Context: an optimization exercise on an open-source flow, tuned for small area. The choices shown serve that exercise and are no tape-out recipe.
In this exercise RTL edits were held to simulation tests only and were not proved equivalent to the original.

File: flow/design.v
module fft(clk,rst,fir_data,fir_valid,fft_data,fft_valid,freq,fft_fin);
input clk;
input rst;
input fir_valid;
input [15:0] fir_data;
output fft_valid,fft_fin;
output [31:0] fft_data;
output [3:0] freq;
integer i;
reg [3:0] cnt;
reg       run, fv, outv;
wire      adv = fir_valid | run;
always @(posedge clk)
  if (rst) begin
    cnt <= 4'd0; run <= 1'b0; fv <= 1'b0; outv <= 1'b0;
  end else begin
    if (adv) cnt <= cnt + 4'd1;
    run <= adv;
    if (adv && cnt == 4'd15) fv <= fir_valid;
    if (run && cnt == 4'd1)  outv <= fv;
  end
wire [3:0] q1 = cnt - 4'd1;    
wire [3:0] q2 = cnt - 4'd2;    
wire [3:0] q3 = cnt - 4'd3;    
assign fft_valid = outv;
assign fft_fin   = outv & (cnt == 4'd1);
assign freq      = {q2[0], q2[1], q2[2], q2[3]};
reg  [15:0] f1 [0:7];
wire [15:0] f1o = f1[7];
wire [15:0] a1 = f1o + fir_data;
wire [15:0] b1 = f1o - fir_data;
reg  [15:0] s1r;
always @(posedge clk) begin
  f1[0] <= cnt[3] ? b1 : fir_data;
  for (i = 1; i < 8; i = i + 1) f1[i] <= f1[i-1];
  s1r <= cnt[3] ? a1 : f1o;
end
wire signed [31:0] se = {{16{s1r[15]}}, s1r};
wire signed [31:0] mA = (se <<< 16) - (se <<< 12) - (se <<< 10) + (se <<< 7) + (se <<< 2) - se;    
wire signed [31:0] mB = (se <<< 15) - (se <<< 13) + (se <<< 9) - (se <<< 3) - se;                 
wire signed [31:0] mC = (se <<< 15) + (se <<< 14) - (se <<< 12) + (se <<< 10) + (se <<< 8) + (se <<< 2);  
wire s_pos = ~s1r[15] & (|s1r);
wire s_neg = s1r[15];
wire z8 = ~(|s1r[7:0]);
wire z6 = ~(|s1r[5:0]);
reg [31:0] mr, mi;
reg negr, negi, lzr, lzi;
wire rnd1 = ~q1[3] & (|q1[1:0]);
always @* begin
  mr = se <<< 16; mi = 32'd0; negr = 1'b0; negi = 1'b0; lzr = 1'b1; lzi = 1'b1;
  if (!q1[3]) case (q1[2:0])
    3'd0: begin mr = se <<< 16; mi = 32'd0; end
    3'd1: begin mr = mA; mi = mB; negi = 1'b1; lzr = z8; lzi = z8; end
    3'd2: begin mr = mC; mi = mC; negi = 1'b1; lzr = z6; lzi = z6; end
    3'd3: begin mr = mB; mi = mA; negi = 1'b1; lzr = z8; lzi = z8; end
    3'd4: begin mr = 32'd0; mi = se <<< 16; negi = 1'b1; end
    3'd5: begin mr = mB; mi = mA; negr = 1'b1; negi = 1'b1; lzr = z8; lzi = z8; end
    3'd6: begin mr = mC; mi = mC; negr = 1'b1; negi = 1'b1; lzr = z6; lzi = z6; end
    3'd7: begin mr = mA; mi = mB; negr = 1'b1; negi = 1'b1; lzr = z8; lzi = z8; end
  endcase
end
wire [23:0] Br = (negr ? ~mr[31:8] : mr[31:8]) + (negr & lzr) + (rnd1 & (negr ? s_pos : s_neg));
wire [23:0] Bi = (negi ? ~mi[31:8] : mi[31:8]) + (negi & lzi) + (rnd1 & (negi ? s_pos : s_neg));
reg  [23:0] f2r [0:3];
reg  [23:0] f2i [0:3];
wire [23:0] Fr = f2r[3];
wire [23:0] Fi = f2i[3];
wire sel2 = q1[2];
wire [1:0] r2 = q1[1:0];
reg  [23:0] ar, br_, ai, bi_;
reg  cr, ci;
always @* begin
  if (sel2) begin
    ar = Fr; br_ = Br; cr = 1'b0;
    ai = Fi; bi_ = Bi; ci = 1'b0;
  end else case (r2)
    2'd0: begin ar = Fr; br_ = 24'd0; cr = 1'b0; ai = Fi; bi_ = 24'd0; ci = 1'b0; end
    2'd1: begin ar = Fr; br_ = Fi;    cr = 1'b0; ai = Fi; bi_ = ~Fr;   ci = 1'b1; end
    2'd2: begin ar = Fi; br_ = 24'd0; cr = 1'b0; ai = 24'd0; bi_ = ~Fr; ci = 1'b1; end
    default: begin ar = Fr; br_ = ~Fi; cr = 1'b1; ai = Fi; bi_ = Fr;  ci = 1'b0; end
  endcase
end
wire [23:0] vr = ar + br_ + cr;
wire [23:0] vi = ai + bi_ + ci;
wire [23:0] Dr = Fr - Br;
wire [23:0] Di = Fi - Bi;
always @(posedge clk) begin
  f2r[0] <= sel2 ? Dr : Br;
  f2i[0] <= sel2 ? Di : Bi;
  for (i = 1; i < 4; i = i + 1) begin f2r[i] <= f2r[i-1]; f2i[i] <= f2i[i-1]; end
end
wire mulC = ~sel2 & r2[0];
wire neg2 = ~sel2 & (r2 == 2'd3);
wire signed [39:0] vre = {{16{vr[23]}}, vr};
wire signed [39:0] vie = {{16{vi[23]}}, vi};
wire signed [39:0] Pr = (vre <<< 15) + (vre <<< 14) - (vre <<< 12) + (vre <<< 10) + (vre <<< 8) + (vre <<< 2);
wire signed [39:0] Pi = (vie <<< 15) + (vie <<< 14) - (vie <<< 12) + (vie <<< 10) + (vie <<< 8) + (vie <<< 2);
wire [15:0] or2 = mulC ? ((neg2 ? ~Pr[39:24] : Pr[39:24]) + (neg2 & ~(|vr[21:0]))) : vr[23:8];
wire [15:0] oi2 = mulC ? ((neg2 ? ~Pi[39:24] : Pi[39:24]) + (neg2 & ~(|vi[21:0]))) : vi[23:8];
reg [15:0] s2r, s2i;
reg rf;
always @(posedge clk) begin
  s2r <= or2; s2i <= oi2; rf <= mulC;
end
reg  [15:0] f3r [0:1];
reg  [15:0] f3i [0:1];
wire [15:0] Gr = f3r[1];
wire [15:0] Gi = f3i[1];
wire sel3 = q2[1];
wire rr3 = rf & s2r[15];
wire ri3 = rf & s2i[15];
wire [15:0] u_r = Gr + s2r + rr3;
wire [15:0] u_i = Gi + s2i + ri3;
wire [15:0] d_r = Gr - s2r - rr3;
wire [15:0] d_i = Gi - s2i - ri3;
wire rot3 = (q2[1:0] == 2'd1);
reg [15:0] s3r, s3i;
always @(posedge clk) begin
  f3r[0] <= sel3 ? d_r : s2r;
  f3i[0] <= sel3 ? d_i : s2i;
  f3r[1] <= f3r[0];
  f3i[1] <= f3i[0];
  s3r <= sel3 ? u_r : (rot3 ? Gi : Gr);
  s3i <= sel3 ? u_i : (rot3 ? -Gr : Gi);
end
reg  [15:0] f4r, f4i;
wire sel4 = q3[0];
always @(posedge clk) begin
  f4r <= sel4 ? f4r - s3r : s3r;
  f4i <= sel4 ? f4i - s3i : s3i;
end
assign fft_data = sel4 ? {f4r + s3r, f4i + s3i} : {f4r, f4i};
endmodule
File: flow/run.sh
#!/bin/bash
# synth_recipe.tcl (not shown) runs the flow's synth.tcl, then flattens the netlist and writes it again
# the make line also repeats each setting of config.mk as NAME=value (left out here)
make -C /OpenROAD-flow-scripts/flow DESIGN_CONFIG=/design/flow/config.mk WORK_HOME=/design/flow/orfs CLKGATE_MAP_FILE= SYNTH_SCRIPT=/design/flow/synth_recipe.tcl finish
File: flow/config.mk
export PLATFORM = sky130hd
export DESIGN_NAME = fft
export DESIGN_NICKNAME = fft
export VERILOG_FILES = /design/flow/design.v
export SDC_FILE = /design/flow/constraint.sdc
export NUM_CORES = 4
export LEC_CHECK = 0
export CAP_MARGIN = 20
export CORE_MARGIN = 2
export CORE_UTILIZATION = 40
export SLEW_MARGIN = 20
File: flow/constraint.sdc
create_clock -name core_clock -period 12.0 [get_ports {clk}]
set_input_delay 2.4000 -clock core_clock [delete_from_list [all_inputs] [get_ports {clk}]]
set_output_delay 2.4000 -clock core_clock [all_outputs]
set_load 0.01 [all_outputs]
==> summary.txt <==
Synth
  – Post-synthesis sequential area ratio: 21.3%
  – FFs w/ async S/R, synth: 0%
  – Register bit total from synthesis: 504
  – Mapped Area: 0.0473 sq mm
  – Ranking of synthesized cells by area: dfxtp_1, ha_1, fa_1
  – Synth top area share: between 20% and 30%
  – Synth Instances: ~5500
  – Post-synth cell types: between 100 and 150
  – Count leader, synth: inv_1
  – Synth warn: 6
  – Commonest cells in the netlist: inv_1, ha_1, dfxtp_1
  – Number of synthesized flops with an enable pin: 0
  – Syn nets: roughly 6500
  – Leading area contributor after synthesis: dfxtp_1
  – Dominant synthesized flop cell: dfxtp_1
  – Syn Area/Cell: between 8 and 9 sq um

Timing
  – Clock Skews: approximately 11 ps
  – Worst rel slew slack: 33.8%
  – Fin crit period: roughly 12000 ps
  – Hold WS: approximately 320 ps
  – Worst-Margin Slew: roughly 990 ps
  – Max Fclk: 0.0814 GHz
  – Final period util: 102%
  – PnR worst setup slack: -290 ps
  – Max-slew violation count: 0
  – # setup viols final: 4
  – Final hold violations: 0
  – RSZ-0062 raised after global routing: yes

Worst setup path
  – R2r startpoint: s1r[15]
  – Crit path launch: s1r[15]
  – Crit-path leading delay family: adder cells
  – Startpoint Class: flip-flop
  – Flop2flop setup slack: -290 ps
  – Setup crit end kind: flip-flop
  – Crit path buf inv count: 13
  – Max incr delay on CP: 540 ps
  – Slowest CP cell: fa_1
  – Worst setup path endpoint: s2r[15]
  – Reg2reg end: s2r[15]
  – CP Max Fanout: 7
  – Levels on crit path: between 50 and 60
  – Worst R2R Path Depth: 54
  – Critical path class: flip-flop to flip-flop
  – Critical Path AT: ~13000 ps
  – Most used cell, CP: fa_1
  – Req. time, crit path: 12600 ps

Route
  – DRT iter0 DRCs: 1887
  – Via density: between 5 and 6
  – Number of detailed-route iterations in the first pass: 5
  – Via Count: about 40000
  – DR WL/cell: 17.2 microns
  – Routed Antenna Nets: 0
  – Drc violations: 0
  – WL final: around 140000 microns

CTS
  – CTS max path bufs: 3
  – CTS clock-pin slew for the worst setup and hold paths: 70 ps
  – CTS Sinks: between 500 and 600
  – H-Tree Depth: 2
  – Clock latency on the worst-skew pair: between 600 and 700 ps
  – CTS tree: done
  – CTS Root Cell: clkbuf_16
  – Cts hold-fix bufs: 0
  – CTS Buf Count: 55

Floorplan
  – Row Count: 126
  – IO Count: 57
  – Die ar.: between 0.1 and 0.15 sq mm
  – Core ar.: 0.118 sq mm
  – Die Span X: 348 microns
  – Initial Util: 40.2%
  – Die Y: roughly 350 microns

Outcome
  – Failed Checks: setup timing
  – Result of the run: complete, but fails checks

GRT
  – Total GRT Usage: about 22%
  – Initial antenna violation count: 0
  – Wire length of the first global-routing pass: between 200000 and 250000 microns
  – Number of global-route vias before repair: a little over 40000
  – Largest net degree at the start of global routing: between 90 and 100
  – Gr ovfl total: 0

Place
  – Hpwl dp: 112000 microns
  – RD Place Congestion: 0.942
  – Placed Cells incl. Taps: a little under 8000
  – Port Buffer Count: 56

Cells and area
  – Area Growth Syn to Fin: 28.7%
  – Util after Layout: 51.8%
  – Post-route insts no fill: about 8000
  – Fraction of layout cells with a size suffix above 1: a little under a quarter
  – Nets: around 7400
  – Fillers: between 10000 and 15000
  – Diodes inserted: 0

Hold path
  – Worst hold path type: flip-flop to flip-flop

Run
  – Max Cap Violations: 0
-- cells by family (layout without fill, tap and decap cells) --
family                     Yosys count  after routing  share of synthesized area (%)
AOI/OAI and AO/OA                 1270           1270                           17.0
xor gates and xnor gates           418            418                           7.82
adders and majority gates          968            968                           30.5
buffers and inverters              913           1881                           7.31
DFF                                504            504                           21.3
muxes                              129            129                           2.85
and+or+nand+nor                   1265           1265                           13.2
-- registers in the layout (all words and copies together) (netlist names), 32 cells and up --
signal	cells
f1	128
f2i	96
f2r	96
f3i	32
f3r	32
-- cell usage in the layout, fill, tap and decap left out, types with 28 or more instances in the layout --
master / instances
a21oi_2: 38
fa_1: 301
o31ai_1: 47
or2_2: 28
mux2i_1: 82
o21bai_1: 53
xnor2_1: 288
nor3_1: 68
or3_1: 31
clkbuf_16: 56
nand3_1: 80
o21ai_1: 38
a31oi_1: 32
nand2_1: 359
o21ai_0: 295
a21oi_1: 324
and3_1: 52
and2_1: 42
nand2b_1: 52
nor2_1: 288
o21a_1: 41
xor2_1: 93
buf_6: 29
buf_4: 922
clkdlybuf4s50_1: 56
mux2_2: 43
inv_1: 735
a21o_1: 82
dfxtp_1: 493
ha_1: 614
nor2b_1: 44
-- what timing repair did --
item / 4_1_cts / 5_1_grt
buffers inserted: 47 / 61
pin swaps: 70 / 156
resized for setup: 149 / 280
endpoints found under the setup margin: 18 / 25
-- area by class of cell --
type	count	area, sq um	area share [%]
clock inverter	34	517	0.849
clock buffer	69	1540	2.53
multi-input combinational	4050	35900	59.0
timing repair buffer	1018	8030	13.2
sequential	504	10100	16.6
inverter	760	2860	4.70
tap	1536	1920	3.16
-- worst min path at each step --
| stage | end | from | slack, ps | depth (start not counted) |
|---|---|---|---|---|
| after floorplan | f1[1][0] | f1[0][0] | 310 | 0 |
| after global placement | f2i[3][16] | f2i[2][16] | 310 | 0 |
| after detailed placement | f1[2][8] | f1[1][8] | 310 | 0 |
| after CTS | f1[7][9] | f1[6][9] | 320 | 0 |
| after global routing | f2r[2][9] | f2r[1][9] | 320 | 0 |
| final | f1[7][9] | f1[6][9] | 320 | 0 |
-- metrics by stage --
step                      area (sq um)  worst slack, ps  setup TNS (ps)
after floorplan                  47700             -952           -5580
after global placement           56100             -528           -3180
after detailed placement         56100             -689           -5070
after CTS                        59200             -142            -341
after global routing             60900             -712           -6380
final                            60900             -290            -692
-- metal layers --
metal  wire, microns  GRT usage (%)  share of wire, %  vias up
li1                -              -                 -    20400
met1           56100           25.5                41    19300
met2           69900           41.6                51      740
met3            4440           2.22               3.2      274
met5               0              0                 0        -
met4            6930           10.3               5.0        0

afterwards: timing with drivers on the ports:
No port has a modelled driver above. Below, the same layout with a new extraction and two added sets of constraints.
Step 1: set_driving_cell puts a clkbuf_16 on clk and a buf_2 on each other input, an assumption about the parent block.
Step 2 adds t to the input delays and takes it off the output delays; t is the mean of the earliest and latest rising clock arrival at the registers after step 1. Input paths then give back, and output paths get back, about the clock's delay inside the block.
Three values: ideal ports, drivers, drivers and shift; two values: the first two.
t (ns): 0.730
slack for setup (ns): -0.290 / -0.290 / -0.290
pins driven straight from the clock port: 1
For this run, drivers alone change the setup slack by 0.000 ns; drivers and shift together by 0.000 ns.
